Source: an optimization exercise on an open RTL-to-GDS flow (aim: small area). Production flows keep margins and buffers that such runs may drop.
Only simulation tests tie the RTL to the original design; equivalence was not proved.
Power figures rest on the tool's default switching activity, not on a simulated workload.

==> inputs of run a <==
Design CPU, start of the top module:
module CPU (clk,reset,pc,inst,Addr,Data_I,Data_O,WE,ACK,STB,debug_next_pc);
    input  clk, reset;
    input  [31:0] inst;
    input  [31:0] Data_I;
    input  ACK;
    output [31:0] pc;
    output [31:0] Addr;
    output [31:0] Data_O;
    output WE;
    output STB;
    output [31:0] debug_next_pc;
    wire [5:0]  op  = inst[31:26];
    wire [5:0]  fn  = inst[5:0];
    wire [4:0]  rs  = inst[25:21];
    wire [4:0]  rt  = inst[20:16];
    wire [4:0]  rd  = inst[15:11];
    wire [4:0]  sa  = inst[10:6];
    wire [15:0] imm = inst[15:0];
    wire rtype  = (op == 6'h00);
    wire i_add  = rtype & (fn == 6'h20);
    wire i_sub  = rtype & (fn == 6'h22);
    wire i_and  = rtype & (fn == 6'h24);
    wire i_or   = rtype & (fn == 6'h25);
    wire i_xor  = rtype & (fn == 6'h26);
    wire i_sll  = rtype & (fn == 6'h00);
    wire i_srl  = rtype & (fn == 6'h02);
    wire i_sra  = rtype & (fn == 6'h03);
    wire i_jr   = rtype & (fn == 6'h08);
    wire i_addi = (op == 6'h08);
    wire i_andi = (op == 6'h0c);
    wire i_ori  = (op == 6'h0d);
    wire i_xori = (op == 6'h0e);
    wire i_lui  = (op == 6'h0f);
    wire i_lw   = (op == 6'h23);
    wire i_sw   = (op == 6'h2b);
    wire i_beq  = (op == 6'h04);
    wire i_bne  = (op == 6'h05);
    wire i_j    = (op == 6'h02);
    wire i_jal  = (op == 6'h03);
    wire is_arith = i_add | i_sub | i_addi;
    wire is_logic = i_and | i_or | i_xor | i_andi | i_ori | i_xori | i_lui;
    wire is_shift = i_sll | i_srl | i_sra;
    assign STB = i_lw | i_sw;
    assign WE  = op[3];                  
    wire   stall = STB & ~ACK;
    wire [31:0] a, b;
    wire [31:0] wd;
  ...
==> flow/config.mk <==
export PLATFORM = sky130hd
export DESIGN_NAME = CPU
export DESIGN_NICKNAME = CPU
export VERILOG_FILES = /design/flow/design.v
export SDC_FILE = /design/flow/constraint.sdc
export NUM_CORES = 4
export LEC_CHECK = 0
export CAP_MARGIN = 20
export CORE_MARGIN = 2
export CORE_UTILIZATION = 55
export SETUP_SLACK_MARGIN = 0.0
export SLEW_MARGIN = 20
export SYNTH_HIERARCHICAL = 1
export SYNTH_MINIMUM_KEEP_SIZE = 0
==> flow/constraint.sdc <==
create_clock -name core_clock -period 15.0 [get_ports {clk}]
set_input_delay 3.0000 -clock core_clock [delete_from_list [all_inputs] [get_ports {clk}]]
set_output_delay 3.0000 -clock core_clock [all_outputs]
set_load 0.01 [all_outputs]
standard.sh (not shown) runs the stock make flow with config.mk's settings and CLKGATE_MAP_FILE= SYNTH_SCRIPT=/design/flow/synth_recipe.tcl, a recipe that flattens the netlist after the stock synthesis.
==> flow/flow/run.sh <==
#!/bin/bash
# Layout flow: the standard ORFS flow (standard.sh) with these changes:
#  - synthesis runs synth_recipe.tcl through flow/synth_area.tcl, which only swaps the ABC
#    script for the area-oriented flow/abc_area.script (registers are unchanged);
#  - ports are buffered with the smallest buffer cell (buf_1);
#  - the clock tree uses clkbuf_8 with small sink clusters and no dummy loads.
# The whole make output goes to flow_standard.log in the work folder.
set -euo pipefail
W=$PWD
export FLOW_ABC_SCRIPT=$W/flow/abc_area.script
export FLOW_REF_SYNTH=$W/synth_recipe.tcl
bash standard.sh \
  "SYNTH_SCRIPT=$W/flow/synth_area.tcl" \
  "BUFFER_PORTS_ARGS=-buffer_cell sky130_fd_sc_hd__buf_1" \
  "CTS_ARGS=-sink_clustering_enable -repair_clock_nets -buf_list sky130_fd_sc_hd__clkbuf_8 -sink_clustering_size 16 -sink_clustering_max_diameter 50 -dont_use_dummy_load" \
  "${@:-finish}" > flow_standard.log 2>&1
==> flow/flow/abc_area.script <==
&get -n
&st
&dch -f
&nf -R 1000 -p
&st
&syn2
&if -g -K 6
&synch2
&nf -R 1000 -p
&st
&syn2
&if -g -K 6
&synch2
&nf -R 1000 -p
&put
topo
stime -c
dnsize -c
==> flow/flow/synth_area.tcl <==
# The standard flow's own synthesis (synth_recipe.tcl, which sources ORFS's synth.tcl), with one change:
# Yosys's abc call runs flow/abc_area.script (ORFS's speed script with delay relaxed in
# every &nf mapping, with pin permutation, and without ABC's buffering and upsizing) in place
# of ORFS's script.
proc abc {args} {
  set i [lsearch -exact $args -script]
  if {$i >= 0} { lset args [expr {$i + 1}] $::env(FLOW_ABC_SCRIPT) }
  puts "abc: using $::env(FLOW_ABC_SCRIPT)"
  yosys abc {*}$args
}
source $::env(FLOW_REF_SYNTH)
==> inputs of run b, as changes to run a <==
--- a/flow/design.v
+++ b/flow/design.v
@@ -1,38 +1,31 @@
 module rf_o22ai (input A1, input A2, input B1, input B2, output Y);
     assign Y = ~((A1 | A2) & (B1 | B2));
 endmodule
 module rf_nor2 (input A, input B, output Y);
     assign Y = ~(A | B);
 endmodule
-module rf_or4 (input A, input B, input C, input D, output X);
-    assign X = A | B | C | D;
-endmodule
-module rf_nor4 (input A, input B, input C, input D, output Y);
-    assign Y = ~(A | B | C | D);
+module rf_or16 (input [15:0] t, output y);
+    assign y = |t;
 endmodule
 module rf_nand4 (input A, input B, input C, input D, output Y);
     assign Y = ~(A & B & C & D);
 endmodule
 module rf_xor2 (input A, input B, output X);
     assign X = A ^ B;
 endmodule
-module rf_rdbit (input [31:1] seln, input [31:1] q, output yn);
+module rf_rdbit (input [31:1] seln, input [31:1] q, output y);
     wire [15:0] t;
-    wire [3:0]  u;
     genvar k;
     generate for (k = 0; k < 15; k = k + 1) begin : g_t
         rf_o22ai c (.A1(seln[2*k+1]), .A2(q[2*k+1]), .B1(seln[2*k+2]), .B2(q[2*k+2]), .Y(t[k]));
     end endgenerate
     rf_nor2 c15 (.A(seln[31]), .B(q[31]), .Y(t[15]));
-    generate for (k = 0; k < 4; k = k + 1) begin : g_u
-        rf_or4 o (.A(t[4*k]), .B(t[4*k+1]), .C(t[4*k+2]), .D(t[4*k+3]), .X(u[k]));
-    end endgenerate
-    rf_nor4 n (.A(u[0]), .B(u[1]), .C(u[2]), .D(u[3]), .Y(yn));
+    rf_or16 o (.t(t), .y(y));
 endmodule
 module CPU (clk,reset,pc,inst,Addr,Data_I,Data_O,WE,ACK,STB,debug_next_pc);
     input  clk, reset;
     input  [31:0] inst;
     input  [31:0] Data_I;
     input  ACK;
     output [31:0] pc;
     output [31:0] Addr;
@@ -98,22 +91,22 @@
         end
         rf_nor2 cp (.A(en[r]), .B(pol[r]), .Y(dp));
         always @(posedge clk) begin
             rf[r]  <= d;
             pol[r] <= dp;
         end
     end endgenerate
     wire pna, pnb;
-    rf_rdbit rpa (.seln(sna), .q(pol), .yn(pna));
-    rf_rdbit rpb (.seln(snb), .q(pol), .yn(pnb));
+    rf_rdbit rpa (.seln(sna), .q(pol), .y(pna));
+    rf_rdbit rpb (.seln(snb), .q(pol), .y(pnb));
     generate for (i = 0; i < 32; i = i + 1) begin : g_rd
         wire na, nb;
-        rf_rdbit ra (.seln(sna), .q(qb[i][31:1]), .yn(na));
-        rf_rdbit rb (.seln(snb), .q(qb[i][31:1]), .yn(nb));
+        rf_rdbit ra (.seln(sna), .q(qb[i][31:1]), .y(na));
+        rf_rdbit rb (.seln(snb), .q(qb[i][31:1]), .y(nb));
         rf_xor2 xa (.A(na), .B(pna), .X(a[i]));
         rf_xor2 xb (.A(nb), .B(pnb), .X(b[i]));
     end endgenerate
     wire        sub  = rtype & fn[1] & ~fn[2];
     wire        hi   = ~op[2] & imm[15];             
     wire [31:0] y    = rtype ? (b ^ {32{sub}}) : {{16{hi}}, imm};
     wire [31:0] p    = a ^ y;
     wire [31:0] g    = a & y;
==> flow/flow/abc_area.script (replaced) <==
&get -n
&st
&dch
&nf -R 1000
&st
&syn2
&if -g -K 6
&synch2
&nf -R 1000
&st
&syn2
&if -g -K 6
&synch2
&nf -R 1000
&st
&syn2
&if -g -K 6
&synch2
&nf -R 1000
&st
&syn2
&if -g -K 6
&synch2
&nf -R 1000
&st
&syn2
&if -g -K 6
&synch2
&nf -R 1000
&put
topo
stime -c
dnsize -c
==> flow/flow/synth_area.tcl (replaced) <==
# The standard flow's own synthesis (synth_recipe.tcl, which sources ORFS's synth.tcl), with one change:
# Yosys's abc call runs flow/abc_area.script (ORFS's speed script with delay relaxed in
# every &nf mapping and without ABC's buffering and upsizing) in place of ORFS's script.
proc abc {args} {
  set i [lsearch -exact $args -script]
  if {$i >= 0} { lset args [expr {$i + 1}] $::env(FLOW_ABC_SCRIPT) }
  puts "abc: using $::env(FLOW_ABC_SCRIPT)"
  yosys abc {*}$args
}
source $::env(FLOW_REF_SYNTH)
- CORE_UTILIZATION: 55 -> 62
==> inputs of run c, as changes to run a <==
--- a/flow/design.v
+++ b/flow/design.v
@@ -1,38 +1,31 @@
 module rf_o22ai (input A1, input A2, input B1, input B2, output Y);
     assign Y = ~((A1 | A2) & (B1 | B2));
 endmodule
 module rf_nor2 (input A, input B, output Y);
     assign Y = ~(A | B);
 endmodule
-module rf_or4 (input A, input B, input C, input D, output X);
-    assign X = A | B | C | D;
-endmodule
-module rf_nor4 (input A, input B, input C, input D, output Y);
-    assign Y = ~(A | B | C | D);
+module rf_or16 (input [15:0] t, output y);
+    assign y = |t;
 endmodule
 module rf_nand4 (input A, input B, input C, input D, output Y);
     assign Y = ~(A & B & C & D);
 endmodule
 module rf_xor2 (input A, input B, output X);
     assign X = A ^ B;
 endmodule
-module rf_rdbit (input [31:1] seln, input [31:1] q, output yn);
+module rf_rdbit (input [31:1] seln, input [31:1] q, output y);
     wire [15:0] t;
-    wire [3:0]  u;
     genvar k;
     generate for (k = 0; k < 15; k = k + 1) begin : g_t
         rf_o22ai c (.A1(seln[2*k+1]), .A2(q[2*k+1]), .B1(seln[2*k+2]), .B2(q[2*k+2]), .Y(t[k]));
     end endgenerate
     rf_nor2 c15 (.A(seln[31]), .B(q[31]), .Y(t[15]));
-    generate for (k = 0; k < 4; k = k + 1) begin : g_u
-        rf_or4 o (.A(t[4*k]), .B(t[4*k+1]), .C(t[4*k+2]), .D(t[4*k+3]), .X(u[k]));
-    end endgenerate
-    rf_nor4 n (.A(u[0]), .B(u[1]), .C(u[2]), .D(u[3]), .Y(yn));
+    rf_or16 o (.t(t), .y(y));
 endmodule
 module CPU (clk,reset,pc,inst,Addr,Data_I,Data_O,WE,ACK,STB,debug_next_pc);
     input  clk, reset;
     input  [31:0] inst;
     input  [31:0] Data_I;
     input  ACK;
     output [31:0] pc;
     output [31:0] Addr;
@@ -98,22 +91,22 @@
         end
         rf_nor2 cp (.A(en[r]), .B(pol[r]), .Y(dp));
         always @(posedge clk) begin
             rf[r]  <= d;
             pol[r] <= dp;
         end
     end endgenerate
     wire pna, pnb;
-    rf_rdbit rpa (.seln(sna), .q(pol), .yn(pna));
-    rf_rdbit rpb (.seln(snb), .q(pol), .yn(pnb));
+    rf_rdbit rpa (.seln(sna), .q(pol), .y(pna));
+    rf_rdbit rpb (.seln(snb), .q(pol), .y(pnb));
     generate for (i = 0; i < 32; i = i + 1) begin : g_rd
         wire na, nb;
-        rf_rdbit ra (.seln(sna), .q(qb[i][31:1]), .yn(na));
-        rf_rdbit rb (.seln(snb), .q(qb[i][31:1]), .yn(nb));
+        rf_rdbit ra (.seln(sna), .q(qb[i][31:1]), .y(na));
+        rf_rdbit rb (.seln(snb), .q(qb[i][31:1]), .y(nb));
         rf_xor2 xa (.A(na), .B(pna), .X(a[i]));
         rf_xor2 xb (.A(nb), .B(pnb), .X(b[i]));
     end endgenerate
     wire        sub  = rtype & fn[1] & ~fn[2];
     wire        hi   = ~op[2] & imm[15];             
     wire [31:0] y    = rtype ? (b ^ {32{sub}}) : {{16{hi}}, imm};
     wire [31:0] p    = a ^ y;
     wire [31:0] g    = a & y;
@@ -123,18 +116,21 @@
     wire        sll  = ~fn[1];
     wire        fill = fn[0] & b[31];
     wire [31:0] brev, srev;
     genvar k;
     generate for (k = 0; k < 32; k = k + 1) begin : g_rev
         assign brev[k] = b[31-k];
     end endgenerate
     wire [31:0] sx   = sll ? brev : b;
-    wire [32:0] sxs  = $signed({fill, sx}) >>> sa;
-    wire [31:0] s4   = sxs[31:0];
+    wire [31:0] s0   = sa[0] ? {fill, sx[31:1]} : sx;
+    wire [31:0] s1   = sa[1] ? {{2{fill}}, s0[31:2]} : s0;
+    wire [31:0] s2   = sa[2] ? {{4{fill}}, s1[31:4]} : s1;
+    wire [31:0] s3   = sa[3] ? {{8{fill}}, s2[31:8]} : s2;
+    wire [31:0] s4   = sa[4] ? {{16{fill}}, s3[31:16]} : s3;
     generate for (k = 0; k < 32; k = k + 1) begin : g_srev
         assign srev[k] = s4[31-k];
     end endgenerate
     wire [29:0] pc4h = pc[31:2] + 30'd1;
     wire [31:0] pc4  = {pc4h, pc[1:0]};
     wire [31:0] brt  = {pc4h + {{14{imm[15]}}, imm}, pc[1:0]};
     wire        eq   = (a == b);
     wire        taken = (i_beq & eq) | (i_bne & ~eq);
==> flow/run.sh (new file) <==
#!/bin/bash
# synth_recipe.tcl (not shown) runs the flow's synth.tcl, then flattens the netlist and writes it again
# the make line also repeats each setting of config.mk as NAME=value (left out here)
make -C /OpenROAD-flow-scripts/flow DESIGN_CONFIG=/design/flow/config.mk WORK_HOME=/design/flow/orfs CLKGATE_MAP_FILE= SYNTH_SCRIPT=/design/flow/synth_recipe.tcl finish
- CTS_BUF_LIST: not set -> sky130_fd_sc_hd__clkbuf_8
- CTS_CLUSTER_DIAMETER: not set -> 40
- CTS_CLUSTER_SIZE: not set -> 12
removed: flow/flow/run.sh
removed: flow/flow/abc_area.script
removed: flow/flow/synth_area.tcl
removed: flow/standard.sh
==> inputs of run d, as changes to run a <==
--- a/flow/design.v
+++ b/flow/design.v
@@ -1,38 +1,31 @@
 module rf_o22ai (input A1, input A2, input B1, input B2, output Y);
     assign Y = ~((A1 | A2) & (B1 | B2));
 endmodule
 module rf_nor2 (input A, input B, output Y);
     assign Y = ~(A | B);
 endmodule
-module rf_or4 (input A, input B, input C, input D, output X);
-    assign X = A | B | C | D;
-endmodule
-module rf_nor4 (input A, input B, input C, input D, output Y);
-    assign Y = ~(A | B | C | D);
+module rf_or16 (input [15:0] t, output y);
+    assign y = |t;
 endmodule
 module rf_nand4 (input A, input B, input C, input D, output Y);
     assign Y = ~(A & B & C & D);
 endmodule
 module rf_xor2 (input A, input B, output X);
     assign X = A ^ B;
 endmodule
-module rf_rdbit (input [31:1] seln, input [31:1] q, output yn);
+module rf_rdbit (input [31:1] seln, input [31:1] q, output y);
     wire [15:0] t;
-    wire [3:0]  u;
     genvar k;
     generate for (k = 0; k < 15; k = k + 1) begin : g_t
         rf_o22ai c (.A1(seln[2*k+1]), .A2(q[2*k+1]), .B1(seln[2*k+2]), .B2(q[2*k+2]), .Y(t[k]));
     end endgenerate
     rf_nor2 c15 (.A(seln[31]), .B(q[31]), .Y(t[15]));
-    generate for (k = 0; k < 4; k = k + 1) begin : g_u
-        rf_or4 o (.A(t[4*k]), .B(t[4*k+1]), .C(t[4*k+2]), .D(t[4*k+3]), .X(u[k]));
-    end endgenerate
-    rf_nor4 n (.A(u[0]), .B(u[1]), .C(u[2]), .D(u[3]), .Y(yn));
+    rf_or16 o (.t(t), .y(y));
 endmodule
 module CPU (clk,reset,pc,inst,Addr,Data_I,Data_O,WE,ACK,STB,debug_next_pc);
     input  clk, reset;
     input  [31:0] inst;
     input  [31:0] Data_I;
     input  ACK;
     output [31:0] pc;
     output [31:0] Addr;
@@ -98,22 +91,22 @@
         end
         rf_nor2 cp (.A(en[r]), .B(pol[r]), .Y(dp));
         always @(posedge clk) begin
             rf[r]  <= d;
             pol[r] <= dp;
         end
     end endgenerate
     wire pna, pnb;
-    rf_rdbit rpa (.seln(sna), .q(pol), .yn(pna));
-    rf_rdbit rpb (.seln(snb), .q(pol), .yn(pnb));
+    rf_rdbit rpa (.seln(sna), .q(pol), .y(pna));
+    rf_rdbit rpb (.seln(snb), .q(pol), .y(pnb));
     generate for (i = 0; i < 32; i = i + 1) begin : g_rd
         wire na, nb;
-        rf_rdbit ra (.seln(sna), .q(qb[i][31:1]), .yn(na));
-        rf_rdbit rb (.seln(snb), .q(qb[i][31:1]), .yn(nb));
+        rf_rdbit ra (.seln(sna), .q(qb[i][31:1]), .y(na));
+        rf_rdbit rb (.seln(snb), .q(qb[i][31:1]), .y(nb));
         rf_xor2 xa (.A(na), .B(pna), .X(a[i]));
         rf_xor2 xb (.A(nb), .B(pnb), .X(b[i]));
     end endgenerate
     wire        sub  = rtype & fn[1] & ~fn[2];
     wire        hi   = ~op[2] & imm[15];             
     wire [31:0] y    = rtype ? (b ^ {32{sub}}) : {{16{hi}}, imm};
     wire [31:0] p    = a ^ y;
     wire [31:0] g    = a & y;
==> flow/flow/run.sh (replaced) <==
#!/bin/bash
# Layout flow: the standard ORFS flow (standard.sh, unchanged synthesis) with two changes:
#  - ports are buffered with the smallest buffer cell (buf_1);
#  - the clock tree uses clkbuf_8 with small sink clusters and no dummy loads.
# The whole make output goes to flow_standard.log in the work folder.
set -euo pipefail
bash standard.sh \
  "BUFFER_PORTS_ARGS=-buffer_cell sky130_fd_sc_hd__buf_1" \
  "CTS_ARGS=-sink_clustering_enable -repair_clock_nets -buf_list sky130_fd_sc_hd__clkbuf_8 -sink_clustering_size 16 -sink_clustering_max_diameter 50 -dont_use_dummy_load" \
  "${@:-finish}" > flow_standard.log 2>&1
- CORE_UTILIZATION: 55 -> 62
removed: flow/flow/abc_area.script
removed: flow/flow/synth_area.tcl
==> qor summary <==
Outcome: run b complete, but fails checks; run c complete, no violations; run d complete, no violations; run a complete, no violations
Layout check failures: run b capacitance limit, slew limit; run c -; run d -; run a -
Clock buffer count from CTS: run b 92; run c 138; run d 93; run a 97
Number of instances in the placed design: run b 6,428; run c 6,636; run d 6,444; run a 6,477
Per-cell routed wire length: run b 37.6 microns; run c 36.6 microns; run d 37.9 microns; run a 38.6 microns
Final critical delay including setup and external delays: run b 14.29 ns; run c 14.65 ns; run d 13.97 ns; run a 14.59 ns
Non-clock buffering overhead in the final layout: run b 5.61%; run c 7.51%; run d 5.43%; run a 4.67%
Total wire length: run b 247,000 microns; run c 252,000 microns; run d 249,000 microns; run a 255,000 microns
Final estimated routing congestion in global placement: run b 1.17; run c 1.13; run d 1.16; run a 1.13
Die W: run b 277 microns; run c 297 microns; run d 280 microns; run a 294 microns
Amount of wire on met2 after detailed routing: run b 92,600 microns; run c 96,700 microns; run d 90,600 microns; run a 98,900 microns
Antenna diode instance count: run b 48; run c 15; run d 17; run a 30
Clock latency on the worst-skew pair: run b 0.83 ns; run c 0.91 ns; run d 0.80 ns; run a 0.88 ns
Effective utilization at floorplan: run b 62.9%; run c 55.6%; run d 62.3%; run a 55.5%
Post-Synthesis Mean Instance Area: run b 9.21 sq um; run c 9.18 sq um; run d 9.18 sq um; run a 9.30 sq um
Switching share of power: run b 40.7%; run c 38.7%; run d 40.8%; run a 41.2%
Clock network fraction of total power: run b 18.9%; run c 26.5%; run d 18.7%; run a 19.4%

-- port drivers added, routing unchanged --
No port has a modelled driver above. Below, the same layouts with a new extraction and two added sets of constraints. Step 1 (the two cells are an assumption about what drives the block):
set clk [get_ports {clk}]
set_driving_cell -lib_cell sky130_fd_sc_hd__clkbuf_16 $clk
set_driving_cell -lib_cell sky130_fd_sc_hd__buf_2 [delete_from_list [all_inputs] $clk]
Step 2 also shifts input and output timing later by t, the mid clock arrival at the registers, as if the neighbouring blocks saw the same clock. Slacks: ideal / step 1 / step 2; pairs: ideal / step 1.
run	t (ns)	slack for setup (ns)	hold slack, ns
run a	0.883	0.406 / 0.380 / 0.380	0.452 / 0.452 / 0.452
run b	0.821	0.711 / 0.683 / 0.683	0.446 / 0.446 / 0.446
run c	0.938	0.348 / 0.301 / 0.301	0.444 / 0.444 / 0.444
run d	0.797	1.034 / 1.011 / 1.011	0.448 / 0.448 / 0.448
The setup slack of run c, which loses most, moves by -0.047 ns with the drivers and by -0.047 ns with both steps.
